From an optimization exercise on the open Yosys and OpenROAD flow, aimed at small area; shortcuts taken in it are not production practice. The RTL was checked by simulation tests, not by an equivalence proof against the original design. The clock port is modelled as an ideal driver; clocking choices that lean on that would not hold on a real chip. Power is estimated from default activity; no workload was simulated.

**config.mk**
```make
export PLATFORM = sky130hd
export DESIGN_NAME = drsstc_sfp_transceiver_top
export DESIGN_NICKNAME = drsstc_sfp_transceiver_top
export VERILOG_FILES = /design/flow/design.v
export SDC_FILE = /design/flow/constraint.sdc
export NUM_CORES = 4
export LEC_CHECK = 0
export CAP_MARGIN = 20
export CORE_MARGIN = 2
export CORE_UTILIZATION = 65
export SLEW_MARGIN = 20
```
**constraint.sdc**
```tcl
create_clock -name core_clock -period 25.0 [get_ports {CLK_40M}]
set_input_delay 5.0000 -clock core_clock [delete_from_list [all_inputs] [get_ports {CLK_40M}]]
set_output_delay 5.0000 -clock core_clock [all_outputs]
set_load 0.01 [all_outputs]
```
**design.v**
```verilog
module reset_gen (
    input   wire    i_clk,
    input   wire    i_res_n,
    output  wire    o_res_n
);
    reg r_ff1;
    reg r_ff2;
    always @(posedge i_clk or negedge i_res_n) begin
        if (~i_res_n) begin
            r_ff1 <= 1'b0;
            r_ff2 <= 1'b0;
        end else begin
            r_ff1 <= 1'b1;
            r_ff2 <= r_ff1;
        end
    end
    assign o_res_n = r_ff2;
endmodule
module tx_bit(v, K, X, A, B, d, J, first, txbit);
  input [3:0] v;
  wire [3:0] v;
  input K;
  wire K;
  input X;
  wire X;
  input A;
  wire A;
  input B;
  wire B;
  input d;
  wire d;
  input J;
  wire J;
  input first;
  wire first;
  output txbit;
  wire txbit;
  wire _000_;
  wire _001_;
  wire _002_;
  wire _003_;
  wire _004_;
  wire _005_;
  wire _006_;
  wire _007_;
  wire _008_;
  wire _009_;
  wire _010_;
  wire _011_;
  wire _012_;
  wire _013_;
  wire _014_;
  wire _015_;
  wire _016_;
  wire _017_;
  wire _018_;
  wire _019_;
  wire _020_;
  wire _021_;
  wire _022_;
  wire _023_;
  wire _024_;
  wire _025_;
  wire _026_;
  wire _027_;
  wire _028_;
  wire _029_;
  wire _030_;
  wire _031_;
  wire _032_;
  wire _033_;
  wire _034_;
  wire _035_;
  wire _036_;
  wire _037_;
  wire _038_;
  wire _039_;
  wire _040_;
  wire _041_;
  wire _042_;
  wire _043_;
  wire _044_;
  wire _045_;
  wire _046_;
  wire _047_;
  wire _048_;
  wire _049_;
  assign _000_ = 4'h1 >> { A, v[3] };
  assign _001_ = 4'h2 >> { B, v[3] };
  assign _002_ = 4'h1 >> { _001_, _000_ };
  assign _003_ = 4'h1 >> { _002_, v[2] };
  assign _004_ = 4'h2 >> { d, X };
  assign _005_ = 4'h2 >> { X, v[1] };
  assign _006_ = 4'h2 >> { _005_, v[2] };
  assign _007_ = 4'h4 >> { _006_, _004_ };
  assign _008_ = 4'h1 >> { _007_, _003_ };
  assign _009_ = 4'h1 >> { v[3], v[1] };
  assign _010_ = 4'h4 >> { _009_, _008_ };
  assign _011_ = 4'h1 >> { _006_, _004_ };
  assign _012_ = 4'h8 >> { B, v[2] };
  assign _013_ = 4'h2 >> { _012_, v[1] };
  assign _014_ = 4'h4 >> { _013_, _011_ };
  assign _015_ = 4'h2 >> { d, v[2] };
  assign _016_ = 4'h1 >> { _015_, _001_ };
  assign _017_ = 4'h1 >> { _016_, X };
  assign _018_ = 4'h2 >> { _017_, v[0] };
  assign _019_ = 4'h4 >> { _018_, _014_ };
  assign _020_ = 4'h4 >> { _019_, _010_ };
  assign _021_ = 4'h1 >> { _008_, v[0] };
  assign _022_ = 4'h1 >> { _021_, K };
  assign _023_ = 4'h4 >> { _022_, _020_ };
  assign _024_ = 4'h1 >> v[2:1];
  assign _025_ = 4'h1 >> { v[3], v[0] };
  assign _026_ = 4'h2 >> { _025_, _024_ };
  assign _027_ = 4'h1 >> { _024_, v[3] };
  assign _028_ = 4'h1 >> { _027_, _026_ };
  assign _029_ = 4'h2 >> { _024_, v[3] };
  assign _030_ = 4'h1 >> { v[2], v[0] };
  assign _031_ = 4'h8 >> { _030_, _009_ };
  assign _032_ = 4'h1 >> { _031_, _029_ };
  assign _033_ = 4'h2 >> { _009_, v[0] };
  assign _034_ = 4'h1 >> { _033_, v[2] };
  assign _035_ = 4'h4 >> { _009_, v[2] };
  assign _036_ = 4'h1 >> { _035_, _030_ };
  assign _037_ = 4'h1 >> { _048_, d };
  assign _038_ = 4'h8 >> { _048_, d };
  assign _039_ = 4'h2 >> { _038_, K };
  assign _040_ = 4'h4 >> { _039_, _037_ };
  assign _041_ = 4'h2 >> { _037_, K };
  assign _042_ = 4'h4 >> { _041_, _038_ };
  assign _043_ = 4'h2 >> { _049_, _047_ };
  assign _044_ = 4'h4 >> { _043_, _023_ };
  assign _045_ = 4'h1 >> { _047_, J };
  assign _046_ = 4'h1 >> { _045_, first };
  assign txbit = 4'h4 >> { _046_, _044_ };
  assign _047_ = 4'hb >> { _028_, _032_ };
  assign _048_ = 4'hb >> { _034_, _036_ };
  assign _049_ = 4'he >> { _040_, _042_ };
endmodule
module rx_decode(s, lk, rp, oe, bo);
  input [9:0] s;
  wire [9:0] s;
  input lk;
  wire lk;
  output rp;
  wire rp;
  output oe;
  wire oe;
  output bo;
  wire bo;
  wire _000_;
  wire _001_;
  wire _002_;
  wire _003_;
  wire _004_;
  wire _005_;
  wire _006_;
  wire _007_;
  wire _008_;
  wire _009_;
  wire _010_;
  wire _011_;
  wire _012_;
  wire _013_;
  wire _014_;
  wire _015_;
  wire _016_;
  wire _017_;
  wire _018_;
  wire _019_;
  wire _020_;
  wire _021_;
  wire _022_;
  wire _023_;
  wire _024_;
  wire _025_;
  wire _026_;
  wire _027_;
  wire _028_;
  wire _029_;
  wire _030_;
  wire _031_;
  wire _032_;
  wire _033_;
  wire _034_;
  wire _035_;
  wire _036_;
  wire _037_;
  wire _038_;
  wire _039_;
  wire _040_;
  wire _041_;
  wire _042_;
  wire _043_;
  wire _044_;
  wire _045_;
  wire _046_;
  wire _047_;
  wire _048_;
  wire _049_;
  wire _050_;
  wire _051_;
  wire _052_;
  wire _053_;
  wire _054_;
  assign _008_ = s[9] & s[7];
  assign _009_ = ~(_008_ | _000_);
  assign _010_ = _009_ | _007_;
  assign _011_ = _008_ | ~(_006_);
  assign _012_ = ~(_011_ & s[4]);
  assign _013_ = _010_ & ~(_012_);
  assign _014_ = s[4] | ~(_006_);
  assign _015_ = s[8] & ~(_014_);
  assign _016_ = _008_ | ~(s[8]);
  assign _017_ = _006_ | s[4];
  assign _018_ = _016_ & ~(_017_);
  assign _019_ = _018_ | _015_;
  assign _020_ = _019_ | _013_;
  assign bo = _020_ | _005_;
  assign _021_ = ~s[5];
  assign _022_ = s[6] & s[8];
  assign _023_ = ~(s[6] | s[8]);
  assign _024_ = s[9] & ~(_023_);
  assign _025_ = _024_ | _022_;
  assign _026_ = _021_ & ~(_025_);
  assign _027_ = _014_ | ~(_026_);
  assign _028_ = ~(s[4] & s[9]);
  assign _029_ = _001_ & ~(_028_);
  assign _030_ = ~(_023_ | _022_);
  assign _031_ = _030_ ^ _009_;
  assign _032_ = _031_ | _029_;
  assign _033_ = _027_ & ~(_032_);
  assign _034_ = lk & ~(_033_);
  assign _035_ = s[4] & ~(s[6]);
  assign _036_ = ~(_035_ | _025_);
  assign _037_ = _021_ ? _025_ : _036_;
  assign _038_ = ~(s[1] & s[0]);
  assign _039_ = _038_ & ~(s[3]);
  assign _040_ = ~(_039_ ^ s[2]);
  assign _041_ = ~(_017_ | s[7]);
  assign _042_ = _041_ ? s[0] : s[1];
  assign _043_ = ~(_042_ & _040_);
  assign _044_ = s[1] | s[0];
  assign _045_ = s[2] & ~(_044_);
  assign _046_ = _043_ & ~(_045_);
  assign _047_ = _046_ ^ _037_;
  assign oe = _034_ & ~(_047_);
  assign _048_ = _026_ | s[1];
  assign _049_ = _048_ | s[2];
  assign _050_ = s[3] | ~(s[0]);
  assign _051_ = _048_ & ~(_050_);
  assign _052_ = s[3] & ~(s[0]);
  assign _053_ = _052_ | _051_;
  assign _054_ = _049_ & ~(_053_);
  assign rp = oe & ~(_054_);
  assign _000_ = ~(s[9] | s[7]);
  assign _001_ = s[5] & s[8];
  assign _002_ = s[5] & ~(s[4]);
  assign _003_ = _002_ | ~(s[6]);
  assign _004_ = _003_ & ~(_001_);
  assign _005_ = _000_ & ~(_004_);
  assign _006_ = s[5] | s[6];
  assign _007_ = _006_ & ~(_001_);
endmodule
module drsstc_sfp_transceiver_top (
    input           CLK_40M,
    input           RST_N,
    input   [7:0]   IN,
    output  [7:0]   OUT,
    input   [2:0]   LV_IN,
    output  [2:0]   LV_OUT,
    input   [7:0]   DIP_SW1,
    input   [7:0]   DIP_SW2,
    output  [1:0]   LED_TX,
    output  [1:0]   LED_RX,
    input           SFP_LOSS_SIG,
    output          SFP_RATE_SEL,
    output          SFP_TX_DIS_N,
    input           SFP_TX_FLT,
    input           LVDS_DAT_OUT,
    output          LVDS_DAT_IN,
    output          LVDS_DRV_EN,
    output          LVDS_RCV_EN_N,
    output          TP1,
    output          TP2
    );
    wire            w_clk = CLK_40M;
    wire            w_rst_n;
    reset_gen reset_gen_inst (
        .i_clk ( w_clk ),
        .i_res_n ( RST_N ),
        .o_res_n ( w_rst_n )
    );
    reg     [1:0]   r_ser;
    reg     [3:0]   r_bit;
    reg     [10:0]  r_frm;
    reg             r_boot2;     
    wire            w_boot1 = r_boot2 | r_frm[10] |
                              ((&r_frm[9:5]) & (r_frm[4] | r_frm[3]));   
    wire            w_bit0  = (r_bit == 4'd0);
    wire            w_smp   = w_bit0 & (r_ser == 2'd2);    
    wire            w_frm   = w_bit0 & (r_ser == 2'd3);    
    wire            w_bit9  = r_bit[3] & r_bit[0];           
    wire            w_last  = w_bit9 & (r_ser == 2'd0);
    wire            w_k28   = (r_frm[7:0] == 8'd0);
    wire            w_first = (r_frm == 11'd0) & ~r_boot2;
    always @(posedge w_clk or negedge w_rst_n) begin
        if (~w_rst_n) begin
            r_ser <= 2'd0;
            r_bit <= 4'd0;
            r_frm <= 11'd0;
            r_boot2 <= 1'b0;
        end else begin
            r_ser <= r_ser + 2'd1;
            r_bit <= w_last ? 4'd0 : r_bit + {3'd0, (r_ser == 2'd0)};
            r_frm <= r_frm + {10'd0, w_frm};
            if (w_frm && (&r_frm[10:6]) && (&r_frm[3:0])) begin
                r_boot2 <= 1'b1;
            end
        end
    end
    reg             r_disp;      
    reg             r_lastbit;   
    reg             r_X, r_A, r_B;
    wire            w_Xin = ~DIP_SW1[0] ^ IN[0];
    always @(posedge w_clk) begin
        if (w_smp) begin
            r_X <= w_Xin;
            r_A <= w_Xin ^ IN[1] ^ (r_disp & w_Xin);
            r_B <= ~DIP_SW1[0] ^ (r_disp & ~w_Xin);
        end
    end
    wire            w_K = w_k28;
    wire            w_nd = ~r_disp;
    wire            w_dispout = w_nd ^ (~r_X & (r_B ^ r_disp) & ~w_K);
    wire            w_j = w_K ? r_disp : (r_X | ~r_B);
    always @(posedge w_clk) begin
        if (w_last) begin
            r_lastbit <= w_j & ~w_first;
        end
    end
    always @(posedge w_clk or negedge w_rst_n) begin
        if (~w_rst_n) begin
            r_disp <= 1'b0;
        end else if (w_last) begin
            r_disp <= w_dispout;
        end
    end
    wire            w_symbit;
    tx_bit tx_bit_inst (
        .v ( r_bit ),
        .K ( w_K ),
        .X ( r_X ),
        .A ( r_A ),
        .B ( r_B ),
        .d ( r_disp ),
        .J ( r_lastbit ),
        .first ( w_first ),
        .txbit ( w_symbit )
    );
    wire            w_txbit = ~w_first & w_symbit;
    reg             r_serialData;
    always @(posedge w_clk or negedge w_rst_n) begin
        if (~w_rst_n) begin
            r_serialData <= 1'b0;
        end else begin
            r_serialData <= w_txbit & ~SFP_TX_FLT;
        end
    end
    reg     [2:0]   r_syncFF;
    reg     [1:0]   r_rcvState;
    reg             r_DataEn;
    wire            w_ts = r_syncFF[2] ^ r_syncFF[1];
    always @(posedge w_clk or negedge w_rst_n) begin
        if (~w_rst_n) begin
            r_syncFF <= 3'd0;
            r_rcvState <= 2'd0;
        end else begin
            r_syncFF <= {r_syncFF[1:0], LVDS_DAT_OUT};
            r_rcvState <= w_ts ? 2'd0 : r_rcvState + 2'd1;
        end
    end
    always @(posedge w_clk) begin
        r_DataEn <= (r_rcvState == 2'd1);
    end
    wire            w_rxbit = r_syncFF[2] ^ ~r_rcvState[1];
    reg     [9:0]   r_shift;
    reg             r_shift10;
    always @(posedge w_clk or negedge w_rst_n) begin
        if (~w_rst_n) begin
            r_shift[0] <= 1'b0;
            r_shift[1] <= 1'b0;
            r_shift[3] <= 1'b0;
            r_shift[5] <= 1'b0;
        end else if (r_DataEn) begin
            r_shift[0] <= w_rxbit;
            r_shift[1] <= r_shift[0];
            r_shift[3] <= r_shift[2];
            r_shift[5] <= r_shift[4];
        end
    end
    always @(posedge w_clk) begin
        if (r_DataEn) begin
            r_shift[2] <= r_shift[1];
            r_shift[4] <= r_shift[3];
            r_shift[9:6] <= r_shift[8:5];
            r_shift10 <= r_shift[9];
        end
    end
    wire            w_k28_det = (r_shift == 10'b0011111010) |
                                (r_shift == 10'b1100000101);
    reg     [3:0]   r_bitCnt;
    wire            w_capture = r_bitCnt[3] & r_bitCnt[0];    
    reg     [7:0]   r_gap;       
    reg             r_gapok;     
    reg             r_locked;
    wire            w_gap_end = (r_gap == 8'hff) & w_capture;
    always @(posedge w_clk or negedge w_rst_n) begin
        if (~w_rst_n) begin
            r_bitCnt <= 4'd0;
        end else begin
            r_bitCnt <= (r_DataEn & (w_k28_det | w_capture)) ? 4'd0 : r_bitCnt + {3'd0, r_DataEn};
        end
    end
    always @(posedge w_clk or negedge w_rst_n) begin
        if (~w_rst_n) begin
            r_gapok <= 1'b0;
            r_locked <= 1'b0;
        end else if (r_DataEn) begin
            if (w_k28_det) begin
                r_gapok <= 1'b1;
            end else if (w_gap_end) begin
                r_gapok <= 1'b0;
            end
            if (~r_gapok) begin
                r_locked <= 1'b0;
            end else if (w_k28_det) begin
                r_locked <= w_gap_end;
            end
        end
    end
    always @(posedge w_clk) begin
        r_gap <= (r_DataEn & w_k28_det) ? 8'd0 : r_gap + {7'd0, r_DataEn & w_capture};
    end
    reg             r_capture_FF;
    reg             r_k28_5_det_FF;
    always @(posedge w_clk) begin
        r_capture_FF <= w_capture;
        r_k28_5_det_FF <= w_k28_det;
    end
    wire            w_out_trig = r_capture_FF & ~w_capture & ~r_k28_5_det_FF;
    wire            w_dec_rp, w_dec_oe, w_dec_b;
    rx_decode rx_decode_inst (
        .s ( {r_shift10, r_shift[9:1]} ),
        .lk ( r_locked ),
        .rp ( w_dec_rp ),    
        .oe ( w_dec_oe ),    
        .bo ( w_dec_b )
    );
    reg             r_RawPls;
    reg             r_Option;
    always @(posedge w_clk or negedge w_rst_n) begin
        if (~w_rst_n) begin
            r_RawPls <= 1'b0;
            r_Option <= 1'b0;
        end else if (w_out_trig) begin
            r_RawPls <= w_dec_rp;
            if (w_dec_oe) begin
                r_Option <= w_dec_b;
            end
        end
    end
    wire    [1:0]   w_rx_led = {r_RawPls, ~r_locked};
    wire    [1:0]   w_tx_led = {~SFP_TX_FLT, SFP_TX_FLT};
    assign LED_RX = ~w_boot1 ? 2'b11 : ~r_boot2 ? 2'b00 : w_rx_led;
    assign LED_TX = ~w_boot1 ? 2'b11 : ~r_boot2 ? 2'b00 : w_tx_led;
    assign OUT[0] = r_RawPls;
    assign OUT[1] = r_Option;
    assign OUT[7:2] = 6'd0;
    assign LV_OUT[2:0] = 3'd0;
    assign TP1 = 1'b0;
    assign TP2 = 1'b0;
    assign SFP_RATE_SEL = 1'b0;
    assign SFP_TX_DIS_N = SFP_TX_FLT;
    assign LVDS_DRV_EN = ~SFP_TX_FLT;
    assign LVDS_RCV_EN_N = 1'b0;
    assign LVDS_DAT_IN = r_serialData;
endmodule
```
**flow/run.sh**
```bash
#!/bin/bash
set -euo pipefail
bash standard.sh \
  "POST_FLOORPLAN_TCL=$PWD/flow/downsize.tcl" \
  "PRE_CTS_TCL=$PWD/flow/clock_tree.tcl" \
  "CTS_ARGS=-repair_clock_nets -dont_use_dummy_load" \
  "BUFFER_PORTS_ARGS=-buffer_cell sky130_fd_sc_hd__buf_1" \
  SKIP_REPAIR_TIE_FANOUT=1 \
  finish > flow_make.log 2>&1
```
**flow/clock_tree.tcl**
```tcl
# Pre-CTS hook: drive the flip-flop clock pins from a few clock buffers fed
# straight from the clock port, one buffer per group of nearby flip-flops
# (k-means on the placed positions, buffer at the group's centre). All
# clock pins then see the same two-stage path: port -> buffer -> pin.
set ngroups [expr {[info exists ::env(CLK_GROUPS)] ? $::env(CLK_GROUPS) : 4}]
set bufcell [expr {[info exists ::env(CLK_BUF)] ? $::env(CLK_BUF) : "sky130_fd_sc_hd__clkbuf_8"}]
set clk_net [get_nets CLK_40M]
set pins {}
set xs {}
set ys {}
foreach pin [get_pins -of_objects $clk_net] {
  if {[get_property $pin direction] ne "input"} { continue }
  set inst [[sta::sta_to_db_pin $pin] getInst]
  set bb [$inst getBBox]
  lappend pins $pin
  lappend xs [expr {([$bb xMin] + [$bb xMax]) / 2.0}]
  lappend ys [expr {([$bb yMin] + [$bb yMax]) / 2.0}]
}
set n [llength $pins]
# initial centres: spread along x
set idx [lsort -real -indices $xs]
set cx {}
set cy {}
for {set g 0} {$g < $ngroups} {incr g} {
  set k [lindex $idx [expr {int(($g + 0.5) * $n / $ngroups)}]]
  lappend cx [lindex $xs $k]
  lappend cy [lindex $ys $k]
}
for {set it 0} {$it < 50} {incr it} {
  set asg {}
  for {set i 0} {$i < $n} {incr i} {
    set best 0
    set bd 1e30
    for {set g 0} {$g < $ngroups} {incr g} {
      set d [expr {abs([lindex $xs $i] - [lindex $cx $g]) + abs([lindex $ys $i] - [lindex $cy $g])}]
      if {$d < $bd} { set bd $d; set best $g }
    }
    lappend asg $best
  }
  for {set g 0} {$g < $ngroups} {incr g} {
    set sx 0.0; set sy 0.0; set c 0
    for {set i 0} {$i < $n} {incr i} {
      if {[lindex $asg $i] == $g} { set sx [expr {$sx + [lindex $xs $i]}]; set sy [expr {$sy + [lindex $ys $i]}]; incr c }
    }
    if {$c > 0} { lset cx $g [expr {$sx / $c}]; lset cy $g [expr {$sy / $c}] }
  }
}
set dbu [[ord::get_db_block] getDbUnitsPerMicron]
for {set g 0} {$g < $ngroups} {incr g} {
  set grp {}
  for {set i 0} {$i < $n} {incr i} {
    if {[lindex $asg $i] == $g} { lappend grp [lindex $pins $i] }
  }
  if {[llength $grp] == 0} { continue }
  puts "clock group $g: [llength $grp] pins at [expr {[lindex $cx $g] / $dbu}] [expr {[lindex $cy $g] / $dbu}]"
  insert_buffer -buffer_cell $bufcell -net $clk_net -load_pins $grp \
    -location [list [expr {[lindex $cx $g] / $dbu}] [expr {[lindex $cy $g] / $dbu}]] \
    -buffer_name clkbuf_leaf_$g -net_name clknet_leaf_$g
}
```
**flow/downsize.tcl**
```tcl
# Post-floorplan hook: synthesis sizes some gates up for drive strength;
# put every combinational gate back to the smallest-area cell of its kind
# (same function and pins, only the _N drive suffix differs). The standard
# repair_design after placement then sizes up only what slew or
# capacitance limits need.
set dont_use {}
if {[info exists ::env(DONT_USE_CELLS)]} { set dont_use $::env(DONT_USE_CELLS) }
set db [ord::get_db]
set masters {}
foreach lib [$db getLibs] {
  foreach m [$lib getMasters] { lappend masters $m }
}
set nswap 0
foreach inst [[ord::get_db_block] getInsts] {
  set m [$inst getMaster]
  if {[$m getType] ne "CORE"} { continue }
  set name [$m getName]
  if {![regexp {^(sky130_fd_sc_hd__[a-z0-9]+)_([0-9]+)$} $name -> base drive]} { continue }
  if {[regexp {__(df|edf|sdf|dl|conb|tap|fill|decap|diode|clk)} $name]} { continue }
  set best $name
  set barea [expr {[$m getWidth] * [$m getHeight]}]
  foreach m2 $masters {
    set n2 [$m2 getName]
    if {![regexp "^${base}_\[0-9\]+\$" $n2]} { continue }
    if {[lsearch -exact $dont_use $n2] >= 0} { continue }
    if {[llength [get_lib_cells -quiet */$n2]] == 0} { continue }
    set a2 [expr {[$m2 getWidth] * [$m2 getHeight]}]
    if {$a2 < $barea} { set best $n2; set barea $a2 }
  }
  if {$best ne $name} {
    replace_cell [$inst getName] $best
    incr nswap
  }
}
puts "downsize: $nswap gates set to their smallest size"
```
**standard.sh**
```bash
#!/bin/bash
# synth_recipe.tcl (not shown) runs the flow's synth.tcl, then flattens the netlist and writes it again
# the make line also repeats each setting of config.mk as NAME=value (left out here)
make -C /OpenROAD-flow-scripts/flow DESIGN_CONFIG=/design/flow/config.mk WORK_HOME=/design/flow/orfs CLKGATE_MAP_FILE= SYNTH_SCRIPT=/design/flow/synth_recipe.tcl "${@:-finish}"
```
==> results of run 1 <==
[logic make-up (layout without fill, tap and decap cells)]
logic type | count (synthesis) | after routing | share of synthesized area
mux | 8 | 8 | 0.0277
flops | 61 | 61 | 0.497
simple gates | 99 | 99 | 0.170
other cells | 2 | 2 | 0.00244
fa+ha+maj | 16 | 16 | 0.0651
compound gates | 44 | 44 | 0.0969
xor+xnor | 24 | 24 | 0.0684
buf+inv | 39 | 35 | 0.0729
[path summary, 6_finish.rpt]
kind | start | end | slack (ps) | cells past startpoint
min reg2reg | reset_gen_inst.r_ff2 | r_shift[5] | 100 | 0
max reg2reg | r_bit[1] | r_frm[10] | 22640 | 8
min in group core_clock | reset_gen_inst.r_ff1 | reset_gen_inst.r_ff2 | 360 | 0
min | reset_gen_inst.r_ff2 | r_shift[5] | 100 | 0
max in group asynchronous | RST_N | reset_gen_inst.r_ff2 | 20280 | 1
max | SFP_TX_FLT | LED_TX[0] | 14510 | 4
[metrics by stage]
step	std cells	cell area (sq um)	utilization	hold slack [ps]	worst slack, ps
2_1_floorplan	293	3070	-	331	14650
3_3_place_gp	339	3000	0.649	108	14530
3_5_place_dp	339	3000	0.649	98.0	14510
4_1_cts	343	3060	0.661	100	14510
5_1_grt	343	3060	0.661	122	14450
6_report	343	3060	0.661	103	14510
[layer usage]
metal	global-route usage	part of all wire
met5	0	0
met4	0.0206	0.012
met3	0.0110	0.024
met2	0.284	0.45
met1	0.281	0.51
[state kept, by name (all words and copies together) (netlist names), 2 cells and up]
signal	flops
r_syncFF	3
r_shift	10
r_frm	11
r_bitCnt	4
r_ser	2
r_bit	4
r_rcvState	2
r_gap	8
[area by class of cell, clock buffers not listed]
cell class / count / area, sq um / area share
Inverter: 15 / 56.3 / 0.0184
Multi-Input combinational cell: 193 / 1290 / 0.421
Sequential cell: 61 / 1530 / 0.499
Tap cell: 54 / 67.6 / 0.0221
Timing Repair Buffer: 16 / 63.8 / 0.0209
[worst register-to-register path: stages (launching register included)]
cell and delay (ps):
dfrtp_1 470, nor4_1 450, and2_1 250, ha_1 190, ha_1 200, nand2_1 70
or2_2 340, nor2_1 120, xor2_1 160
[cells in the mapped netlist, drive strengths merged, types with 6 or more instances]
library cell / number / area share
dfrtp: 39 / 0.32
nor2: 27 / 0.033
buf: 20 / 0.048
nand2: 20 / 0.024
ha: 16 / 0.065
o21ai: 16 / 0.026
xnor2: 16 / 0.046
inv: 15 / 0.018
dfxtp: 11 / 0.072
edfxtp: 11 / 0.11
nand3: 11 / 0.018
xor2: 8 / 0.023
a21oi: 7 / 0.011
and2: 7 / 0.014
nand4: 6 / 0.012
[power breakdown]
part | total (W) | internal, W | switching (W)
Clock | 0.0000380 | 0.0000148 | 0.0000232
Sequential | 0.000131 | 0.000115 | 0.0000157
Combinational | 0.0000369 | 0.0000189 | 0.0000180
Total | 0.000206 | 0.000149 | 0.0000569
==> flow_metrics.tcl, run 1 <==
set metrics [dict create \
    status "finished clean" \
    overflow 0 \
    coreArea_sq_mm 0.00463 \
    grt_pass1_wl_mm 7.94 \
    final_common_cell "dfrtp_1" \
    vias 1928 \
    wl_per_cell_um 13.5 \
    fin_skew_ps 35.9 \
    end_kind "primary output" \
    finalNetCount 339 \
    powerDensity_mw_per_mm2 67.3 \
    path_delay_family "buffers and inverters" \
    cellLeakagePower_nw 1.30 \
    power_w 0.000206 \
    die_w_um 72.8 \
    vdd_ir_drop_max_uv 41.0 \
    hold_viol 0 \
    drt-pass1-iter-count 4 \
    dieHeight_um 72.8 \
    insertion_delay_ps 160 \
    async_flop_share 0.639 \
    most-common-layout-cells "dfrtp_1 (39), nor2_1 (27), nand2_1 (20)" \
    drt_iter0_drc 85 \
    synth_seq_cells 61 \
    rsz0062_at_grt "no" \
    cts_resized 0 \
    max_stage_delay_ps 170 \
    syn_avg_cell_area_sq_um 10.5 \
    ys.flop_type "dfrtp_1" \
    finalMaxSlewViolations 0 \
    setup_tns_ps 0 \
    post_cts_buffers 0 \
    yosysWarnings 2 \
    place_hpwl_mm 3.37 \
    core.rowCount 25 \
    setup_viol 0 \
    synth_nets 341 \
    path_class "in -> out" \
    drcViolationCount 0 \
    viasPerCell 5.62 \
    die_area_sq_mm 0.00530 \
    cp_cell_sequence "buf_1 > inv_1 > o21ai_0 > buf_1" \
    drv_cap 0 \
    hold_class "reg -> async" \
    finalWirelength_mm 4.63 \
    antenna_found_initial 0 \
    synthCells 293 \
    start_util 0.664 \
    seq_area_frac_synth 0.497 \
    arrival_ps 5490 \
    syn_area_sq_mm 0.00307 \
    fillerInstances 368 \
    ioPinCount 54 \
    cp_slowest_cell "buf_1" \
    crit_fanout 3 \
    portBuffers 15 \
    ant_nets 0 \
    worst_pin_slew_ps 648 \
    critical_path_required_ps 20000 \
    path_buf_inv 3 \
    period_share 0.420 \
    drive_above_1_share 0.0381 \
    path_clk_slew_ps 100 \
    slew_headroom 0.567 \
    syn2layout_area_growth_pct -0.529 \
    max_freq_mhz 95.3 \
    critPathLaunchType "input pin" \
    period_needed_ps 10490 \
    grt_max_degree 33 \
    hold_buffers 0 \
    cp_common_cell "buf_1" \
    yosysUniqueCellTypes 58 \
    grt_pass1_vias 1741 \
    antenna_cells 0 \
    grtUsageTotal 0.179 \
    place.gp.congestion 0.870 \
    synth-edff-count 11 \
]
==> run 2: changes to the inputs <==
--- a/design.v
+++ b/design.v
@@ -139,3 +139,3 @@
 endmodule
-module rx_decode(s, lk, rp, oe, bo);
+module rx_decode(s, lk, tr, rpo, opo, rpn, opn);
   input [9:0] s;
@@ -144,8 +144,12 @@
   wire lk;
-  output rp;
-  wire rp;
-  output oe;
-  wire oe;
-  output bo;
-  wire bo;
+  input tr;
+  wire tr;
+  input rpo;
+  wire rpo;
+  input opo;
+  wire opo;
+  output rpn;
+  wire rpn;
+  output opn;
+  wire opn;
   wire _000_;
@@ -205,60 +209,69 @@
   wire _054_;
-  assign _008_ = s[9] & s[7];
-  assign _009_ = ~(_008_ | _000_);
-  assign _010_ = _009_ | _007_;
-  assign _011_ = _008_ | ~(_006_);
-  assign _012_ = ~(_011_ & s[4]);
-  assign _013_ = _010_ & ~(_012_);
-  assign _014_ = s[4] | ~(_006_);
-  assign _015_ = s[8] & ~(_014_);
-  assign _016_ = _008_ | ~(s[8]);
-  assign _017_ = _006_ | s[4];
-  assign _018_ = _016_ & ~(_017_);
-  assign _019_ = _018_ | _015_;
-  assign _020_ = _019_ | _013_;
-  assign bo = _020_ | _005_;
-  assign _021_ = ~s[5];
-  assign _022_ = s[6] & s[8];
-  assign _023_ = ~(s[6] | s[8]);
-  assign _024_ = s[9] & ~(_023_);
-  assign _025_ = _024_ | _022_;
-  assign _026_ = _021_ & ~(_025_);
-  assign _027_ = _014_ | ~(_026_);
-  assign _028_ = ~(s[4] & s[9]);
-  assign _029_ = _001_ & ~(_028_);
-  assign _030_ = ~(_023_ | _022_);
-  assign _031_ = _030_ ^ _009_;
-  assign _032_ = _031_ | _029_;
-  assign _033_ = _027_ & ~(_032_);
-  assign _034_ = lk & ~(_033_);
-  assign _035_ = s[4] & ~(s[6]);
-  assign _036_ = ~(_035_ | _025_);
-  assign _037_ = _021_ ? _025_ : _036_;
-  assign _038_ = ~(s[1] & s[0]);
-  assign _039_ = _038_ & ~(s[3]);
-  assign _040_ = ~(_039_ ^ s[2]);
-  assign _041_ = ~(_017_ | s[7]);
-  assign _042_ = _041_ ? s[0] : s[1];
-  assign _043_ = ~(_042_ & _040_);
-  assign _044_ = s[1] | s[0];
-  assign _045_ = s[2] & ~(_044_);
-  assign _046_ = _043_ & ~(_045_);
-  assign _047_ = _046_ ^ _037_;
-  assign oe = _034_ & ~(_047_);
-  assign _048_ = _026_ | s[1];
-  assign _049_ = _048_ | s[2];
-  assign _050_ = s[3] | ~(s[0]);
-  assign _051_ = _048_ & ~(_050_);
-  assign _052_ = s[3] & ~(s[0]);
-  assign _053_ = _052_ | _051_;
-  assign _054_ = _049_ & ~(_053_);
-  assign rp = oe & ~(_054_);
-  assign _000_ = ~(s[9] | s[7]);
-  assign _001_ = s[5] & s[8];
-  assign _002_ = s[5] & ~(s[4]);
-  assign _003_ = _002_ | ~(s[6]);
-  assign _004_ = _003_ & ~(_001_);
-  assign _005_ = _000_ & ~(_004_);
-  assign _006_ = s[5] | s[6];
-  assign _007_ = _006_ & ~(_001_);
+  wire _055_;
+  wire _056_;
+  wire _057_;
+  wire _058_;
+  wire _059_;
+  assign _000_ = ~s[5];
+  assign _001_ = s[7] & s[6];
+  assign _002_ = _000_ & ~(_001_);
+  assign _003_ = s[4] & s[6];
+  assign _004_ = _003_ | s[8];
+  assign _005_ = _004_ | _002_;
+  assign _006_ = _005_ | s[5];
+  assign _007_ = ~(s[8] & s[4]);
+  assign _008_ = s[5] & ~(_007_);
+  assign _009_ = s[8] | s[9];
+  assign _010_ = s[8] & s[9];
+  assign _011_ = _009_ & ~(_010_);
+  assign _012_ = ~(s[7] | s[6]);
+  assign _013_ = _001_ | _012_;
+  assign _014_ = _011_ | ~(_013_);
+  assign _015_ = _014_ | _008_;
+  assign _016_ = _015_ | ~(_006_);
+  assign _017_ = _011_ & ~(_013_);
+  assign _018_ = ~(lk & tr);
+  assign _019_ = _018_ | _017_;
+  assign _020_ = _016_ & ~(_019_);
+  assign _021_ = ~s[0];
+  assign _022_ = s[4] | s[5];
+  assign _023_ = _012_ & ~(_022_);
+  assign _024_ = s[3] & ~(_023_);
+  assign _025_ = _021_ & ~(_024_);
+  assign _026_ = ~s[1];
+  assign _027_ = _022_ | ~(_012_);
+  assign _028_ = s[3] & ~(_027_);
+  assign _029_ = _026_ & ~(_028_);
+  assign _030_ = _029_ | s[2];
+  assign _031_ = _030_ | _025_;
+  assign _032_ = ~s[3];
+  assign _033_ = _032_ & ~(_027_);
+  assign _034_ = _033_ | _021_;
+  assign _035_ = _032_ & ~(_023_);
+  assign _036_ = _035_ | _026_;
+  assign _037_ = ~(_036_ & s[2]);
+  assign _038_ = _034_ & ~(_037_);
+  assign _039_ = _038_ | ~(_031_);
+  assign _040_ = ~s[7];
+  assign _041_ = _040_ & ~(_010_);
+  assign _042_ = _009_ & ~(_041_);
+  assign _043_ = _042_ | s[5];
+  assign _044_ = _042_ | s[4];
+  assign _045_ = _040_ & ~(_009_);
+  assign _046_ = _045_ | _000_;
+  assign _047_ = _044_ & ~(_046_);
+  assign _048_ = _047_ | ~(_043_);
+  assign _049_ = _048_ ^ _039_;
+  assign _050_ = _020_ & ~(_049_);
+  assign _051_ = _043_ | ~(s[8]);
+  assign _052_ = _007_ | _041_;
+  assign _053_ = ~(_052_ & _005_);
+  assign _054_ = _051_ & ~(_053_);
+  assign opn = _050_ ? _054_ : opo;
+  assign _055_ = rpo & ~(tr);
+  assign _056_ = _026_ & ~(_048_);
+  assign _057_ = ~(s[3] ^ s[0]);
+  assign _058_ = _056_ ? s[2] : _057_;
+  assign _059_ = _050_ & ~(_058_);
+  assign rpn = _059_ | _055_;
 endmodule
@@ -451,3 +464,5 @@
     wire            w_out_trig = r_capture_FF & ~w_capture & ~r_k28_5_det_FF;
-    wire            w_dec_rp, w_dec_oe, w_dec_b;
+    reg             r_RawPls;
+    reg             r_Option;
+    wire            w_RawPls_next, w_Option_next;
     rx_decode rx_decode_inst (
@@ -455,8 +470,8 @@
         .lk ( r_locked ),
-        .rp ( w_dec_rp ),    
-        .oe ( w_dec_oe ),    
-        .bo ( w_dec_b )
+        .tr ( w_out_trig ),
+        .rpo ( r_RawPls ),
+        .opo ( r_Option ),
+        .rpn ( w_RawPls_next ),
+        .opn ( w_Option_next )
     );
-    reg             r_RawPls;
-    reg             r_Option;
     always @(posedge w_clk or negedge w_rst_n) begin
@@ -465,7 +480,5 @@
             r_Option <= 1'b0;
-        end else if (w_out_trig) begin
-            r_RawPls <= w_dec_rp;
-            if (w_dec_oe) begin
-                r_Option <= w_dec_b;
-            end
+        end else begin
+            r_RawPls <= w_RawPls_next;
+            r_Option <= w_Option_next;
         end
==> run 2 against run 1 <==
Effect of this change: largest power group unchanged; highest routed layer unchanged; largest cell class unchanged; combinational power decreased by 11%; global-route usage decreased by 0.49 points; clock power decreased by 2%.
==> flow_metrics.tcl, run 2 <==
set metrics [dict create \
    drv_cap 0 \
    powerDensity_mw_per_mm2 66.5 \
    antenna_cells 0 \
    overflow 0 \
    finalWirelength_mm 4.34 \
    path_buf_inv 3 \
    ant_nets 0 \
    grt_pass1_wl_mm 7.60 \
    cts_resized 0 \
    grt_pass1_vias 1739 \
    finalNetCount 334 \
    multi_input_area_sq_mm 0.00126 \
    largestRegisters "r_frm: 11 flops, r_shift: 10 flops, r_gap: 8 flops" \
    portBuffers 15 \
    cp_cell_sequence "buf_1 > inv_1 > o21ai_0 > buf_1" \
    drive_above_1_share 0.0423 \
    start_util 0.687 \
    drt_iter0_drc 101 \
    setup_viol 0 \
    core.rowCount 24 \
    synthSimpleGateAreaFrac 0.172 \
    synth_top_area_frac 0.322 \
    yosysWarnings 2 \
    met2WireLength_mm 1.90 \
    path_class "in -> out" \
    critPathLaunchType "input pin" \
    async_flop_share 0.639 \
    hold_viol 0 \
    period_needed_ps 10470 \
    drcViolationCount 0 \
    synth_seq_cells 61 \
    highest_layer "met4" \
    crit_fanout 3 \
    cp_common_cell "buf_1" \
    synth_top_cell_by_area "dfrtp_1" \
    insertion_delay_ps 150 \
    synth_common_cells "dfrtp_1 (39), nor2_1 (32), buf_4 (17), nand2_1 (17), ha_1 (16)" \
    synth-edff-count 11 \
    setup_tns_ps 0 \
    ioPinCount 54 \
    synthAdderAreaFrac 0.0660 \
    largest-register "r_frm" \
    vias 1848 \
    period_share 0.419 \
    largest_reg_flops 11 \
    coreArea_sq_mm 0.00441 \
    power_w 0.000201 \
    status "finished clean" \
    yosys.cell_count.top_type "dfrtp_1" \
    synth-xor-area-share 0.0664 \
    seq_area_frac_synth 0.503 \
    rsz0062_at_grt "no" \
    synthCells 287 \
    regArea_sq_mm 0.00153 \
    place.gp.congestion 0.763 \
    critical_path_required_ps 20000 \
    drt-pass1-iter-count 4 \
    place_hpwl_mm 3.19 \
    max_freq_mhz 95.5 \
    synth_area_leaders "dfrtp_1 (32%), edfxtp_1 (11%), dfxtp_1 (7.3%), ha_1 (6.6%), xnor2_1 (4.3%)" \
    cellLeakagePower_nw 1.30 \
    end_kind "primary output" \
    dieHeight_um 72.3 \
    arrival_ps 5470 \
    die_area_sq_mm 0.00523 \
    fillerInstances 381 \
    syn2layout_area_growth_pct -0.495 \
    grtUsageTotal 0.174 \
    synth_top_family_by_area "simple AND/OR/NAND/NOR gates" \
    path_delay_family "buffers and inverters" \
    path_clk_slew_ps 90 \
    place_inst 332 \
    met3_length_um 177 \
    worst_pin_slew_ps 553 \
    syn_area_sq_mm 0.00303 \
    yosysUniqueCellTypes 51 \
    cp_slowest_cell "buf_1" \
    synth_nets 335 \
    grt_max_degree 34 \
    ys.flop_type "dfrtp_1" \
    syn_avg_cell_area_sq_um 10.6 \
    wl_met1_mm 2.21 \
    fin_cells 336 \
    finalMaxSlewViolations 0 \
    max_stage_delay_ps 170 \
    hold_class "reg -> async" \
    synth_compound_area_frac 0.0915 \
    finish.utilization 0.684 \
    viasPerCell 5.50 \
    synthMuxAreaShare 0.0301 \
    hold_buffers 0 \
    final_common_cell "dfrtp_1" \
    vdd_ir_drop_max_uv 48.8 \
    post_cts_buffers 0 \
    worst_slack_ps 14530 \
    wl_per_cell_um 12.9 \
    most-common-layout-cells "dfrtp_1 (39), nor2_1 (33), nand2_1 (17)" \
    die_w_um 72.3 \
    fin_skew_ps 3.17 \
    antenna_found_initial 0 \
    slew_headroom 0.622 \
    pre_cts_slack_ps 14520 \
]
## run 2: cell count changes after synthesis, moves of 2 or more
cell	delta
buf_2	-2
nor3_1	+3
clkbuf_1	+2
nand2_1	-3
mux2i_1	-2
a21oi_1	-3
nor2_1	+5
and3_4	+2
mux2_2	+2
## run 2: stage by stage
step	hold WS (ps)	instance area, sq um
floorplan	331	3030
global placement	74.7	2960
detailed placement	76.0	2960
CTS	74.8	3020
global route	108	3020
finish	76.4	3020
## run 2: area by class of cell, clock buffers not listed
class                   instances  area share
repair buffers                 16      0.0211
inverters                      13      0.0162
well taps                      52      0.0215
multi-input cells             190       0.417
flip-flops and latches         61       0.506
## run 2: worst paths after layout
path,startpoint,end,slack [ps],cells after the start
max,SFP_TX_FLT,LED_TX[0],14530,4
min,reset_gen_inst.r_ff2,r_bit[0],80,0
max reg2reg,r_shift[8],r_Option,22370,8
min reg2reg,reset_gen_inst.r_ff2,r_bit[0],80,0
max in group asynchronous,RST_N,reset_gen_inst.r_ff1,20260,1
min in group core_clock,r_syncFF[0],r_syncFF[1],360,0
## run 2: report_power, final
group / internal (W) / leakage [nW] / switching, W / total, W
combinational: 0.0000176 / 0.572 / 0.0000152 / 0.0000328
clock: 0.0000148 / 0.0288 / 0.0000226 / 0.0000374
sequential: 0.000115 / 0.695 / 0.0000154 / 0.000131
## run 2: kinds of logic (layout without fill, tap and decap cells)
| family | Yosys count | count (layout) |
|---|---|---|
| other cells | 2 | 2 |
| buf+inv | 36 | 33 |
| simple gates | 101 | 101 |
| flops | 61 | 61 |
| compound gates | 40 | 40 |
| mux | 8 | 8 |
| fa+ha+maj | 16 | 16 |
| xor+xnor | 23 | 23 |
## run 2: layer usage
layer	global-route usage	vias up
met5	0	-
met4	0.0210	0
met3	0.0250	4
met2	0.287	22
met1	0.253	856
li1	-	966
==> run 3: changes to the inputs <==
--- a/design.v
+++ b/design.v
@@ -457,9 +457,7 @@
     end
-    reg             r_capture_FF;
-    reg             r_k28_5_det_FF;
+    reg             r_out_trig;
     always @(posedge w_clk) begin
-        r_capture_FF <= w_capture;
-        r_k28_5_det_FF <= w_k28_det;
+        r_out_trig <= r_DataEn & w_capture & ~w_k28_det;
     end
-    wire            w_out_trig = r_capture_FF & ~w_capture & ~r_k28_5_det_FF;
+    wire            w_out_trig = r_out_trig;
     reg             r_RawPls;
==> run 3 against run 2 <==
Effect of this change: still clean; final area fell by 0.58%; worst hold slack got worse by 58 ps; via count rose by 2.2%; power fell by 1.4%; clock power fell by 1%; area after synthesis fell by 1.2%; sequential power barely moved; synthesized cell count rose by 0.35%; setup slack got worse by 24 ps; cell count did not move.
==> flow_metrics.tcl, run 3 <==
set metrics [dict create \
    timing.rr.start "r_shift[8]" \
    critPathLaunchType "input pin" \
    grt_pass1_vias 1812 \
    overflow 0 \
    finalHoldWorstSlack_ps 18.5 \
    synth-edff-count 11 \
    hold_class "reg -> async" \
    grt_max_degree 37 \
    largestRegisters "r_frm: 11 flops, r_shift: 10 flops, r_gap: 8 flops" \
    final_common_cell "dfrtp_1" \
    dieHeight_um 71.9 \
    portBuffers 15 \
    worst_pin_slew_ps 621 \
    powerDensity_mw_per_mm2 66.0 \
    period_share 0.420 \
    synth_top_cell_by_area "dfrtp_1" \
    finalMaxSlewViolations 0 \
    fin_skew_ps 54.4 \
    synth_top_area_frac 0.325 \
    drive_above_1_share 0.0423 \
    path_clk_slew_ps 90 \
    start_util 0.679 \
    setup_tns_ps 0 \
    syn_avg_cell_area_sq_um 10.4 \
    seq_area_frac_synth 0.502 \
    pre_cts_slack_ps 14510 \
    ant_nets 0 \
    antenna_found_initial 0 \
    ioPinCount 54 \
    grtUsageTotal 0.186 \
    setup_viol 0 \
    grt_pass1_wl_mm 8.00 \
    drt_iter0_drc 88 \
    status "finished clean" \
    vdd_ir_drop_max_uv 53.7 \
    period_needed_ps 10490 \
    crit_fanout 3 \
    synthCells 288 \
    drv_cap 0 \
    die_area_sq_mm 0.00517 \
    largest_reg_flops 11 \
    drt-pass1-iter-count 4 \
    viasPerCell 5.62 \
    fillerInstances 359 \
    yosysUniqueCellTypes 50 \
    finalNetCount 334 \
    rsz0062_at_grt "no" \
    yosysWarnings 2 \
    drcViolationCount 0 \
    most-common-layout-cells "dfrtp_1 (39), nor2_1 (33), nand2_1 (18)" \
    synth_common_cells "dfrtp_1 (39), nor2_1 (32), buf_4 (18), nand2_1 (18), ha_1 (16)" \
    syn_area_sq_mm 0.00300 \
    critical_path_required_ps 20000 \
    place.gp.congestion 0.759 \
    path_class "in -> out" \
    coreArea_sq_mm 0.00441 \
    ys.flop_type "dfrtp_1" \
    arrival_ps 5490 \
    cellLeakagePower_nw 1.28 \
    synth_seq_cells 60 \
    vias 1889 \
    cts_resized 0 \
    max_freq_mhz 95.3 \
    die_w_um 71.9 \
    synth_area_leaders "dfrtp_1 (33%), edfxtp_1 (11%), dfxtp_1 (6.7%), ha_1 (6.7%), buf_4 (4.5%)" \
    largest-register "r_frm" \
    yosys.cell_count.top_type "dfrtp_1" \
    end_kind "primary output" \
    placed_area_sq_mm 0.00295 \
    insertion_delay_ps 170 \
    finalWirelength_mm 4.45 \
    async_flop_share 0.650 \
    post_cts_buffers 0 \
    synth_nets 336 \
    hold_buffers 0 \
    antenna_cells 0 \
    syn2layout_area_growth_pct 0.0835 \
    place_hpwl_mm 3.20 \
    core.rowCount 24 \
    hold_viol 0 \
    slew_headroom 0.585 \
    crit_start "SFP_TX_FLT" \
    worst_slack_ps 14510 \
    final_area_sq_mm 0.00300 \
    wl_per_cell_um 13.2 \
]
-- run 3: cell count changes in the layout (fill, tap and decap cells not counted), sizes merged, moves of 2 or more --
| cell | delta |
|---|---|
| and3 | -3 |
| nand3 | +3 |
| a2111oi | -2 |
| a21oi | +2 |
| mux2i | +2 |
| o21ai | -2 |
-- run 3: power breakdown --
part / switching (W) / internal (W)
clock: 0.0000223 / 0.0000147
combinational: 0.0000145 / 0.0000171
sequential: 0.0000161 / 0.000113
-- run 3: cells by family after synthesis --
logic type / synth area share
xor+xnor: 0.0672
mux: 0.0359
other cells: 0.00250
flops: 0.502
buf+inv: 0.0726
fa+ha+maj: 0.0667
simple gates: 0.173
compound gates: 0.0797
-- run 3: per-stage QoR --
| stage | util | cells | total power (W) |
|---|---|---|---|
| 2_1_floorplan | - | 288 | 0.000159 |
| 3_3_place_gp | 0.668 | 332 | 0.000161 |
| 3_5_place_dp | 0.668 | 332 | 0.000163 |
| 4_1_cts | 0.680 | 336 | 0.000193 |
| 5_1_grt | 0.680 | 336 | 0.000211 |
| 6_report | 0.680 | 336 | 0.000198 |
-- run 3: worst paths after layout --
kind                            slack, ps  cells after the start              endpoint
worst max-delay path                14510                      4             LED_TX[0]
worst min-delay path                   20                      0           r_syncFF[0]
worst max register to register      22600                      8              r_Option
worst min register to register         20                      0           r_syncFF[0]
max in group asynchronous           20270                      1  reset_gen_inst.r_ff1
min in group core_clock               350                      0           r_syncFF[1]
-- run 3: critical path, cell delays in order --
cell and delay [ps]:
buf_1 100, inv_1 70, o21ai_0 150, buf_1 170
-- run 3: area by class of cell, clock buffers not listed --
cell class	count	area, sq um	share of cell area
Tap cell	52	65.1	0.0217
Inverter	13	48.8	0.0163
Multi-Input combinational cell	191	1260	0.421
Timing Repair Buffer	16	63.8	0.0213
Sequential cell	60	1510	0.502
-- run 3: metal layers --
layer / part of all wire / global-route usage
met1: 0.51 / 0.267
met2: 0.44 / 0.321
met3: 0.035 / 0.0181
met4: 0.013 / 0.0189
met5: 0 / 0
==> run 4: changes to the inputs <==
--- a/config.mk
+++ b/config.mk
@@ -10,2 +10,3 @@
 export CORE_UTILIZATION = 65
+export HOLD_SLACK_MARGIN = 0.1
 export SLEW_MARGIN = 20
==> run 4 against run 3 <==
Effect of this change: die area stayed put; power is 0.13% higher; setup slack is the same; core utilization up 0.23 points; synthesized cell count unchanged; area after synthesis stayed put; sequential power hardly changed; via count is the same; final area rose by 0.33%; critical path depth is the same; clock skew barely moved; largest cell class unchanged; largest power group unchanged.
==> flow_metrics.tcl, run 4 <==
set metrics [dict create \
    p_sw_frac 0.267 \
    antenna_cells 0 \
    p_int_w 0.000145 \
    powerDensity_mw_per_mm2 65.8 \
    coreArea_sq_mm 0.00441 \
    hold_viol 0 \
    max_freq_mhz 95.3 \
    pre_cts_slack_ps 14510 \
    yosys.cell_count.top_type "dfrtp_1" \
    async_flop_share 0.650 \
    synth_nets 336 \
    critPathLaunchType "input pin" \
    period_share 0.420 \
    drive_above_1_share 0.0421 \
    yosysUniqueCellTypes 50 \
    hold_class "reg -> async" \
    finalNetCount 335 \
    slew_headroom 0.585 \
    drv_cap 0 \
    path_delay_family "buffers and inverters" \
    ys.flop_type "dfrtp_1" \
    grt_max_degree 37 \
    cts_resized 0 \
    cp_cell_sequence "buf_1 > inv_1 > o21ai_0 > buf_1" \
    start_util 0.679 \
    rsz0062_at_grt "no" \
    syn2layout_area_growth_pct 0.417 \
    largest_reg_flops 11 \
    insertion_delay_ps 170 \
    end_kind "primary output" \
    drt-pass1-iter-count 4 \
    setup_tns_ps 0 \
    place.gp.congestion 0.759 \
    switching_power_w 0.0000530 \
    final_common_cell "dfrtp_1" \
    crit_fanout 3 \
    synthCells 288 \
    sequentialPowerShare 0.653 \
    antenna_found_initial 0 \
    die_w_um 71.9 \
    ioPinCount 54 \
    fillerInstances 358 \
    dieHeight_um 71.9 \
    portBuffers 15 \
    period_needed_ps 10490 \
    worst_pin_slew_ps 621 \
    seq_area_frac_synth 0.502 \
    final_area_sq_mm 0.00301 \
    cp_slowest_cell "buf_1" \
    vdd_ir_drop_max_uv 54.8 \
    place_hpwl_mm 3.20 \
    max_stage_delay_ps 170 \
    synth_common_cells "dfrtp_1 (39), nor2_1 (32), buf_4 (18), nand2_1 (18), ha_1 (16)" \
    overflow 0 \
    p_comb_frac 0.160 \
    power_w 0.000198 \
    wl_per_cell_um 13.3 \
    path_clk_slew_ps 120 \
    setup_viol 0 \
    synth-edff-count 11 \
    most-common-layout-cells "dfrtp_1 (39), nor2_1 (33), nand2_1 (18)" \
    grt_pass1_vias 1824 \
    vias 1889 \
    finalWirelength_mm 4.47 \
    cp_common_cell "buf_1" \
    viasPerCell 5.61 \
    grtUsageTotal 0.186 \
    ant_nets 0 \
    path_buf_inv 3 \
    largest-register "r_frm" \
    synth_area_leaders "dfrtp_1 (33%), edfxtp_1 (11%), dfxtp_1 (6.7%), ha_1 (6.7%), buf_4 (4.5%)" \
    syn_avg_cell_area_sq_um 10.4 \
    finish.utilization 0.682 \
    critical_path_required_ps 20000 \
    drt_iter0_drc 103 \
    clkPwrFrac 0.187 \
    core.rowCount 24 \
    drcViolationCount 0 \
    grt_pass1_wl_mm 8.04 \
    regToRegSetupSlack_ps 22600 \
    largestRegisters "r_frm: 11 flops, r_shift: 10 flops, r_gap: 8 flops" \
    path_class "in -> out" \
    status "finished clean" \
    yosysWarnings 2 \
    synth_seq_cells 60 \
    arrival_ps 5490 \
    fin_skew_ps 54.3 \
    syn_area_sq_mm 0.00300 \
    finalMaxSlewViolations 0 \
    placed_area_sq_mm 0.00295 \
    die_area_sq_mm 0.00517 \
    synth_top_cell_by_area "dfrtp_1" \
    worst_slack_ps 14510 \
    cellLeakagePower_nw 1.29 \
    synth_top_area_frac 0.325 \
]
-- run 4: cell counts after synthesis --
No cell type changed its count.
-- run 4: metal layers --
| layer | wire length [um] | global-route usage |
|---|---|---|
| met2 | 1980 | 0.323 |
| met4 | 60 | 0.0189 |
| met3 | 154 | 0.0181 |
| met1 | 2270 | 0.268 |
| met5 | 0 | 0 |
-- run 4: through the flow --
stage / cells / hold slack, ps
after floorplan: 288 / 331
after global placement: 332 / 8.56
after detailed placement: 332 / 10.8
after CTS: 337 / 321
after global routing: 337 / 357
final: 337 / 291
-- run 4: worst paths after layout --
kind / startpoint / to / cells after the start
max: SFP_TX_FLT / LED_TX[0] / 4
min: reset_gen_inst.r_ff2 / r_shift[5] / 1
max reg2reg: r_shift[8] / r_Option / 8
min reg2reg: reset_gen_inst.r_ff2 / r_shift[5] / 1
max in group asynchronous: RST_N / reset_gen_inst.r_ff1 / 1
min in group core_clock: r_syncFF[0] / r_syncFF[1] / 0
-- run 4: power groups by stage --
stage | combinational [W] | sequential [W] | clock, W
after floorplan | 0.0000338 | 0.000125 | 0
after global placement | 0.0000308 | 0.000131 | 0
after detailed placement | 0.0000316 | 0.000131 | 0
after CTS | 0.0000321 | 0.000132 | 0.0000290
after global routing | 0.0000378 | 0.000132 | 0.0000414
final | 0.0000317 | 0.000129 | 0.0000371
-- run 4: cell type report, clock buffers not listed --
type | instances | area [sq um] | share of cell area
flip-flops and latches | 60 | 1510 | 0.500
well taps | 52 | 65.1 | 0.0216
inverters | 13 | 48.8 | 0.0162
multi-input cells | 191 | 1260 | 0.419
repair buffers | 17 | 73.8 | 0.0245
-- run 4: kinds of logic (layout without fill, tap and decap cells) --
family,Yosys count,in the layout,share of synthesized area
compound gates,38,38,0.0797
flops,60,60,0.502
fa+ha+maj,16,16,0.0667
xor+xnor,23,23,0.0672
other cells,2,2,0.00250
mux,10,10,0.0359
buf+inv,37,34,0.0726
simple gates,102,102,0.173
-- run 4: repair_timing --
action	4_1_cts	5_1_grt
buffers inserted	0	0
hold endpoints to repair	1	0
hold buffers	1	0
==> run 5: changes to the inputs <==
--- a/flow/clock_tree.tcl
+++ b/flow/clock_tree.tcl
@@ -2,4 +2,5 @@
 # straight from the clock port, one buffer per group of nearby flip-flops
-# (k-means on the placed positions, buffer at the group's centre). All
-# clock pins then see the same two-stage path: port -> buffer -> pin.
+# (k-means on the placed positions with groups of at most ceil(n/k) pins,
+# buffer at the group's centre). Every clock pin then sees the same
+# two-stage path: port -> buffer -> pin.
 set ngroups [expr {[info exists ::env(CLK_GROUPS)] ? $::env(CLK_GROUPS) : 4}]
@@ -19,2 +20,3 @@
 set n [llength $pins]
+set cap [expr {($n + $ngroups - 1) / $ngroups}]
 # initial centres: spread along x
@@ -29,11 +31,17 @@
 for {set it 0} {$it < 50} {incr it} {
-  set asg {}
+  # capacity-limited assignment: closest (pin, group) pairs first
+  set pairs {}
   for {set i 0} {$i < $n} {incr i} {
-    set best 0
-    set bd 1e30
     for {set g 0} {$g < $ngroups} {incr g} {
-      set d [expr {abs([lindex $xs $i] - [lindex $cx $g]) + abs([lindex $ys $i] - [lindex $cy $g])}]
-      if {$d < $bd} { set bd $d; set best $g }
+      lappend pairs [list [expr {abs([lindex $xs $i] - [lindex $cx $g]) + abs([lindex $ys $i] - [lindex $cy $g])}] $i $g]
     }
-    lappend asg $best
+  }
+  set pairs [lsort -real -index 0 $pairs]
+  set asg [lrepeat $n -1]
+  set cnt [lrepeat $ngroups 0]
+  foreach p $pairs {
+    lassign $p d i g
+    if {[lindex $asg $i] >= 0 || [lindex $cnt $g] >= $cap} { continue }
+    lset asg $i $g
+    lset cnt $g [expr {[lindex $cnt $g] + 1}]
   }
==> run 5 against run 4 <==
Effect of this change: still clean; fmax about the same; area after synthesis stayed put; wire length grew 0.25%; sequential power barely moved; setup slack got worse by 0.90 ps; sequential share of layout area unchanged; clock power grew 3%; register-to-register slack worse by 20 ps; critical path depth unchanged; synthesized cell count stayed put; core utilization stayed put; final area is the same; highest routed layer unchanged.
==> flow_metrics.tcl, run 5 <==
set metrics [dict create \
    ant_nets 0 \
    rsz0062_at_grt "no" \
    critical_path_required_ps 20000 \
    path_delay_family "buffers and inverters" \
    met3_length_um 144 \
    synth_area_leaders "dfrtp_1 (33%), edfxtp_1 (11%), dfxtp_1 (6.7%), ha_1 (6.7%), buf_4 (4.5%)" \
    setup_tns_ps 0 \
    grt_max_degree 37 \
    period_needed_ps 10500 \
    crit_start "SFP_TX_FLT" \
    ys.flop_type "dfrtp_1" \
    status "finished clean" \
    final_common_cell "dfrtp_1" \
    antenna_found_initial 0 \
    core.rowCount 24 \
    grt_pass1_wl_mm 8.02 \
    end_kind "primary output" \
    path_buf_inv 3 \
    async_flop_share 0.650 \
    drcViolationCount 0 \
    place_inst 332 \
    synth_nets 336 \
    timing.rr.start "r_bit[1]" \
    powerDensity_mw_per_mm2 66.1 \
    critPathLaunchType "input pin" \
    dieHeight_um 71.9 \
    finalWirelength_mm 4.48 \
    antenna_cells 0 \
    coreArea_sq_mm 0.00441 \
    fin_cells 337 \
    syn2layout_area_growth_pct 0.417 \
    vias 1875 \
    cts_resized 0 \
    overflow 0 \
    portBuffers 15 \
    wl_per_cell_um 13.3 \
    hold_class "reg -> async" \
    max_freq_mhz 95.3 \
    die_area_sq_mm 0.00517 \
    slew_headroom 0.597 \
    viasPerCell 5.56 \
    seq_area_frac_synth 0.502 \
    synth_top_cell_by_area "dfrtp_1" \
    path_clk_slew_ps 100 \
    grtUsageTotal 0.187 \
    synthCells 288 \
    largestRegisters "r_frm: 11 flops, r_shift: 10 flops, r_gap: 8 flops" \
    syn_avg_cell_area_sq_um 10.4 \
    finalNetCount 335 \
    arrival_ps 5500 \
    yosysUniqueCellTypes 50 \
    path_class "in -> out" \
    drt_iter0_drc 81 \
    synth_seq_cells 60 \
    place.gp.congestion 0.759 \
    cp_slowest_cell "buf_1" \
    largest_reg_flops 11 \
    yosys.cell_count.top_type "dfrtp_1" \
    power_w 0.000199 \
    cp_common_cell "buf_1" \
    synth_common_cells "dfrtp_1 (39), nor2_1 (32), buf_4 (18), nand2_1 (18), ha_1 (16)" \
    ioPinCount 54 \
    crit_fanout 3 \
    hold_viol 0 \
    die_w_um 71.9 \
    fin_skew_ps 14.6 \
    setup_viol 0 \
    wl_met1_mm 2.26 \
    fillerInstances 361 \
    drt-pass1-iter-count 4 \
    synth-edff-count 11 \
    met2WireLength_mm 2.00 \
    cellLeakagePower_nw 1.29 \
    finalMaxSlewViolations 0 \
    syn_area_sq_mm 0.00300 \
    drive_above_1_share 0.0421 \
    max_stage_delay_ps 170 \
    synth_top_area_frac 0.325 \
    start_util 0.679 \
    most-common-layout-cells "dfrtp_1 (39), nor2_1 (33), nand2_1 (18)" \
    grt_pass1_vias 1827 \
    worst_pin_slew_ps 604 \
    place_hpwl_mm 3.20 \
    vdd_ir_drop_max_uv 67.8 \
    largest-register "r_frm" \
    highest_layer "met4" \
    drv_cap 0 \
    insertion_delay_ps 160 \
    cp_cell_sequence "buf_1 > inv_1 > o21ai_0 > buf_1" \
    yosysWarnings 2 \
    period_share 0.420 \
]
run 5: cell counts in the layout (fill, tap and decap cells not counted):
Identical to the previous run, type by type.
run 5: metrics by stage:
stage	hold slack, ps	area [sq um]	setup slack [ps]	utilization
floorplan	331	3000	14650	-
global placement	8.56	2950	14520	0.668
detailed placement	10.8	2950	14510	0.668
CTS	323	3010	14500	0.682
global route	363	3010	14400	0.682
finish	287	3010	14500	0.682
run 5: timing repair:
action                                 4_1_cts  5_1_grt
setup buffers                                0        0
endpoints found under the hold margin        1        0
hold buffers                                 1        0
run 5: cell type report, clock buffers not listed:
| class | instances | area (sq um) | area share |
|---|---|---|---|
| sequential | 60 | 1510 | 0.500 |
| multi-input combinational | 191 | 1260 | 0.419 |
| timing repair buffer | 17 | 73.8 | 0.0245 |
| tap | 52 | 65.1 | 0.0216 |
| inverter | 13 | 48.8 | 0.0162 |
run 5: layer usage:
metal	vias to the layer above	GRT usage
li1	963	-
met1	884	0.266
met2	22	0.327
met3	6	0.0111
met4	0	0.0273
met5	-	0
run 5: cell families after synthesis:
group,count (synthesis),share of synthesized area
AO/OA/AOI/OAI,38,0.0797
XOR/XNOR,23,0.0672
adder cells (fa/ha/maj),16,0.0667
buffers and inverters,37,0.0726
flip-flops,60,0.502
multiplexers,10,0.0359
other,2,0.00250
AND/OR/NAND/NOR,102,0.173
run 5: power by group:
group          internal [W]   total, W  switching (W)
Clock             0.0000148  0.0000383      0.0000235
Sequential         0.000113   0.000129      0.0000159
Combinational     0.0000172  0.0000317      0.0000145
run 5: path summary, 6_finish.rpt:
check	endpoint	slack [ps]	cells past startpoint
setup / recovery	LED_TX[0]	14500	4
hold / removal	r_syncFF[2]	290	1
setup reg to reg	r_frm[10]	22580	8
hold reg to reg	r_syncFF[2]	290	1
max in group asynchronous	reset_gen_inst.r_ff1	20260	1
min in group core_clock	r_syncFF[1]	350	0
==> run 6: changes to the inputs <==
--- a/flow/clock_tree.tcl
+++ b/flow/clock_tree.tcl
@@ -1,8 +1,10 @@
-# Pre-CTS hook: drive the flip-flop clock pins from a few clock buffers fed
-# straight from the clock port, one buffer per group of nearby flip-flops
-# (k-means on the placed positions with groups of at most ceil(n/k) pins,
-# buffer at the group's centre). Every clock pin then sees the same
-# two-stage path: port -> buffer -> pin.
-set ngroups [expr {[info exists ::env(CLK_GROUPS)] ? $::env(CLK_GROUPS) : 4}]
-set bufcell [expr {[info exists ::env(CLK_BUF)] ? $::env(CLK_BUF) : "sky130_fd_sc_hd__clkbuf_8"}]
+# Pre-CTS hook: build the clock tree by hand. The flip-flops are split into
+# six groups of nearby flip-flops (k-means on the placed positions, groups
+# of at most ceil(n/6) pins); each group gets a clkbuf_4 at its centre,
+# and one clkbuf_2 fed by the clock port drives the six group buffers, so
+# every clock pin sees the same path: port -> clkbuf_2 -> clkbuf_4 -> pin.
+# TritonCTS then finds nothing left to buffer.
+set ngroups 6
+set bufcell sky130_fd_sc_hd__clkbuf_4
+set rootcell sky130_fd_sc_hd__clkbuf_2
 set clk_net [get_nets CLK_40M]
@@ -67 +69,12 @@
 }
+# root buffer between the port and the group buffers
+set leaves {}
+foreach pin [get_pins -of_objects $clk_net] {
+  if {[get_property $pin direction] eq "input"} { lappend leaves $pin }
+}
+set sx 0.0; set sy 0.0
+for {set g 0} {$g < $ngroups} {incr g} { set sx [expr {$sx + [lindex $cx $g]}]; set sy [expr {$sy + [lindex $cy $g]}] }
+insert_buffer -buffer_cell $rootcell -net $clk_net -load_pins $leaves \
+  -location [list [expr {$sx / $ngroups / $dbu}] [expr {$sy / $ngroups / $dbu}]] \
+  -buffer_name clkbuf_root -net_name clknet_root
+puts "clock root buffer drives [llength $leaves] group buffers"
==> run 6 against run 5 <==
Effect of this change: area after synthesis stayed put; power is 0.21% higher; setup slack got worse by 3.3 ps; core utilization fell by 0.11 points; synthesized cell count unchanged; sequential share of layout area grew 0.083 points; wire length fell by 0.71%; largest power group unchanged; highest routed layer unchanged.
==> flow_metrics.tcl, run 6 <==
set metrics [dict create \
    status "finished clean" \
    largestRegisters "r_frm: 11 flops, r_shift: 10 flops, r_gap: 8 flops" \
    grt_pass1_vias 1831 \
    drive_above_1_share 0.0521 \
    period_needed_ps 10500 \
    seq_area_frac_synth 0.502 \
    yosysUniqueCellTypes 50 \
    core.rowCount 24 \
    synthCells 288 \
    overflow 0 \
    grtUsageTotal 0.186 \
    post_cts_buffers 0 \
    ioPinCount 54 \
    cp_common_cell "buf_1" \
    cp_slowest_cell "buf_1" \
    sequentialPowerShare 0.647 \
    arrival_ps 5500 \
    worst_pin_slew_ps 605 \
    ys.flop_type "dfrtp_1" \
    path_class "in -> out" \
    end_kind "primary output" \
    placed_area_sq_mm 0.00295 \
    path_clk_slew_ps 100 \
    p_int_w 0.000143 \
    cts_resized 0 \
    critPathLaunchType "input pin" \
    critical_path_required_ps 20000 \
    vias 1878 \
    crit_fanout 3 \
    syn_avg_cell_area_sq_um 10.4 \
    wl_per_cell_um 13.1 \
    hold_buffers 1 \
    synth_area_leaders "dfrtp_1 (33%), edfxtp_1 (11%), dfxtp_1 (6.7%), ha_1 (6.7%), buf_4 (4.5%)" \
    syn_area_sq_mm 0.00300 \
    largest_reg_flops 11 \
    die_area_sq_mm 0.00517 \
    cellLeakagePower_nw 1.29 \
    synth_top_cell_by_area "dfrtp_1" \
    yosys.cell_count.top_type "dfrtp_1" \
    fillerInstances 360 \
    portBuffers 15 \
    rr_endpoint "r_Option" \
    most-common-layout-cells "dfrtp_1 (39), nor2_1 (33), nand2_1 (18)" \
    syn2layout_area_growth_pct 0.250 \
    rsz0062_at_grt "no" \
    antenna_cells 0 \
    yosysWarnings 2 \
    period_share 0.420 \
    final_common_cell "dfrtp_1" \
    place.gp.congestion 0.759 \
    viasPerCell 5.52 \
    synth-edff-count 11 \
    timing.rr.start "r_shift[8]" \
    antenna_found_initial 0 \
    setup_viol 0 \
    rr_worst_depth 8 \
    switching_power_w 0.0000570 \
    synth_seq_cells 60 \
    finalWirelength_mm 4.45 \
    final_area_sq_mm 0.00301 \
    fin_skew_ps 5.56 \
    grt_max_degree 37 \
    cp_cell_sequence "buf_1 > inv_1 > o21ai_0 > buf_1" \
    coreArea_sq_mm 0.00441 \
    hold_viol 0 \
    powerDensity_mw_per_mm2 66.4 \
    finalNetCount 338 \
    max_stage_delay_ps 170 \
    grt_pass1_wl_mm 7.99 \
    drcViolationCount 0 \
    synth_nets 336 \
]
-- run 6: cell counts after synthesis --
Identical to the previous run, type by type.
-- run 6: final cells by class, clock buffers not listed --
cell class	count	area [sq um]	share of cell area
repair buffers	17	73.8	0.0246
well taps	52	65.1	0.0216
flip-flops and latches	60	1510	0.501
inverters	13	48.8	0.0162
multi-input cells	191	1260	0.420
-- run 6: metal layers --
layer  part of all wire  up-vias  GRT usage
met5                  0        -          0
met3              0.042        2     0.0236
met2               0.45       23      0.321
li1                   -      973          -
met1               0.51      880      0.263
met4             0.0065        0     0.0231
-- run 6: cells by family after synthesis --
group,synth area share
and+or+nand+nor,0.173
adders and majority gates,0.0667
xor gates and xnor gates,0.0672
AOI/OAI and AO/OA,0.0797
DFF,0.502
muxes,0.0359
buffers and inverters,0.0726
other,0.00250
-- run 6: worst max-delay path by stage --
| stage | start | to | depth (start not counted) |
|---|---|---|---|
| floorplan | SFP_TX_FLT | LED_TX[0] | 2 |
| global placement | SFP_TX_FLT | LED_TX[0] | 4 |
| detailed placement | SFP_TX_FLT | LED_TX[0] | 4 |
| CTS | SFP_TX_FLT | LED_TX[0] | 4 |
| global route | SFP_TX_FLT | LED_TX[0] | 4 |
| finish | SFP_TX_FLT | LED_TX[0] | 4 |
-- run 6: power by group through the flow --
stage,logic (W),registers (W),clock network (W)
CTS,0.0000319,0.000131,0.0000288
global route,0.0000377,0.000132,0.0000448
global placement,0.0000308,0.000131,0
detailed placement,0.0000316,0.000131,0
floorplan,0.0000338,0.000125,0
finish,0.0000316,0.000129,0.0000387
-- run 6: metrics by stage --
stage	util	std cells	power, W	hold WS (ps)	setup slack (ps)
CTS	0.681	340	0.000192	323	14500
finish	0.681	340	0.000200	301	14500
detailed placement	0.668	332	0.000163	10.8	14510
global placement	0.668	332	0.000161	8.56	14520
global route	0.681	340	0.000214	369	14400
floorplan	-	288	0.000159	331	14650

Re-timed with assumed drivers on the ports (clkbuf_16 on the clock, buf_2 on other inputs), run 6 has 14.473 ns of setup slack against 14.501 ns with ideal ports, and 14.473 ns once port delays also move by the mid clock arrival of 0.438 ns.
